From an optimization exercise on the open Yosys and OpenROAD flow, aimed at small area and a short achievable clock period; shortcuts taken in it are not production practice.
Function was checked by simulation only, so behaviour that the tests miss may differ from the original.
Power is estimated from default activity; no workload was simulated.

## cordic
module cordic (
    input wire signed [31:0] angle,
    input wire clk, reset,
    output wire signed [31:0] x, y
);
reg [2:0] vcnt;
always @(posedge clk)
    if (reset) vcnt <= 3'd0;
    else if (vcnt != 3'd7) vcnt <= vcnt + 3'd1;
wire [15:0] lo = angle[15:0];
wire [12:0] zo;
wire lo_lt16387 = (~lo[15] & ~lo[14]) | (~lo[15] & lo[14] & ~lo[13] & ~lo[12] & ~lo[11] & ~lo[10] & ~lo[9] & ~lo[8] & ~lo[7] & ~lo[6] & ~lo[5] & ~lo[4] & ~lo[3] & ~lo[2] & ~lo[1]) | (~lo[15] & lo[14] & ~lo[13] & ~lo[12] & ~lo[11] & ~lo[10] & ~lo[9] & ~lo[8] & ~lo[7] & ~lo[6] & ~lo[5] & ~lo[4] & ~lo[3] & ~lo[2] & lo[1] & ~lo[0]);
wire lo_lt32769 = (~lo[15]) | (lo[15] & ~lo[14] & ~lo[13] & ~lo[12] & ~lo[11] & ~lo[10] & ~lo[9] & ~lo[8] & ~lo[7] & ~lo[6] & ~lo[5] & ~lo[4] & ~lo[3] & ~lo[2] & ~lo[1] & ~lo[0]);
wire lo_lt49152 = (~lo[15]) | (lo[15] & ~lo[14]);
  ...
Size in the first run: about 670 cells after synthesis, ~99 flip-flops, about 98 I/O pins.
export LEC_CHECK = 0
export ABC_AREA = 1
export CAP_MARGIN = 20
export CORE_MARGIN = 2
export CORE_UTILIZATION = 60
export CTS_BUF_LIST = sky130_fd_sc_hd__clkbuf_4 sky130_fd_sc_hd__clkbuf_8
export CTS_CLUSTER_DIAMETER = 80
export CTS_CLUSTER_SIZE = 40
export SETUP_SLACK_MARGIN = 2.85
export SLEW_MARGIN = 20
create_clock -name core_clock -period 5.0 [get_ports {clk}]
standard.sh (not shown) runs the stock make flow with config.mk's settings and CLKGATE_MAP_FILE= SYNTH_SCRIPT=/design/flow/synth_recipe.tcl, a recipe that flattens the netlist after the stock synthesis.
==> flow/flow/run.sh <==
#!/bin/bash
# Standard ORFS layout, except that the port buffers are plain buffers
# (buf_1) instead of the delay cells buffer_ports picks by default.
set -euo pipefail
export BUFFER_PORTS_ARGS="-buffer_cell sky130_fd_sc_hd__buf_1"
bash standard.sh finish > flow_standard.log 2>&1
The baseline finished clean.
Edit:
==> flow/flow/run.sh (replaced) <==
#!/bin/bash
# Standard ORFS layout, except that the port buffers are plain buffers
# (buf_2) instead of the delay cells buffer_ports picks by default.
set -euo pipefail
export BUFFER_PORTS_ARGS="-buffer_cell sky130_fd_sc_hd__buf_2"
bash standard.sh finish > flow_standard.log 2>&1
Settings changed: CTS_CLUSTER_DIAMETER 80 to not set, CTS_CLUSTER_SIZE 40 to not set, SETUP_SLACK_MARGIN 2.85 to 2.7.
=> The new run finished clean. Clock power came out lower by about 1%. Worst hold slack is worse by 0.0081 ns. Cell area rises by 1.8%. Combinational power barely changes. Worst setup slack is worse by 0.059 ns.
Edit:
==> flow/flow/run.sh (replaced) <==
#!/bin/bash
# Standard ORFS layout, except that the port buffers are plain buffers
# (buf_1) instead of the delay cells buffer_ports picks by default.
set -euo pipefail
export BUFFER_PORTS_ARGS="-buffer_cell sky130_fd_sc_hd__buf_1"
bash standard.sh finish > flow_standard.log 2>&1
Settings changed: CORE_UTILIZATION 60 to 65, SETUP_SLACK_MARGIN 2.7 to 2.85.
Result:
- The changed run produced a clean layout
- core utilization grows by 3.5 points
- final area shrinks by a few percent
- setup slack gets better by 0.032 ns
- maximum frequency grows slightly
- sequential share of layout area grows by 0.90 points
- cell count shrinks slightly
- register-to-register slack gets better by 0.11 ns
- synthesized cell count stays the same
- area after synthesis stays the same
- via count grows slightly
- clock skew stays flat
Edit:
Settings changed: CORE_UTILIZATION 65 to 60, SYNTH_HIERARCHICAL set to 1.
Result:
- The new run ran to the end with no violations
- utilization went down by 4.5 points
- non-clock buffer count increases by 4
- cell area grows by 7.8%
- cell count went up by 8.2%
- total power increases by 3.3%
- critical path depth fell by 8
- synthesized cell count went up by 9.7%
- setup slack improves by 0.043 ns
- global-route usage went down by 2.6 points

## separate check: timing with driven ports
The results above use ideal ports. As a check the final layouts listed here were re-extracted and re-timed, cells and wires unchanged.
Step 1 assumes that a clkbuf_16 drives the clock port and a buf_2 every other input.
Step 2 adds t to the input delays and takes it off the output delays; t is the mean of the earliest and latest rising clock arrival at the registers after step 1. Input paths then give back, and output paths get back, about the clock's delay inside the block.
Slacks: ideal / step 1 / step 2; pairs: ideal / step 1.
run | t (ns) | slack for setup (ns) | slew at the worst register clock pin (ns)
the first run | 0.386 | 2.962 / 2.962 / 2.663 | 0.10 / 0.10
the second run | 0.378 | 2.902 / 2.891 / 2.588 | 0.10 / 0.10
the third run | 0.390 | 2.935 / 2.948 / 2.558 | 0.10 / 0.10
the fourth run | 0.384 | 2.978 / 2.950 / 2.650 | 0.11 / 0.11
After both steps setup and hold are still met in every run listed. For the third run, which loses most, drivers alone change the setup slack by +0.013 ns; drivers and shift together by -0.377 ns.
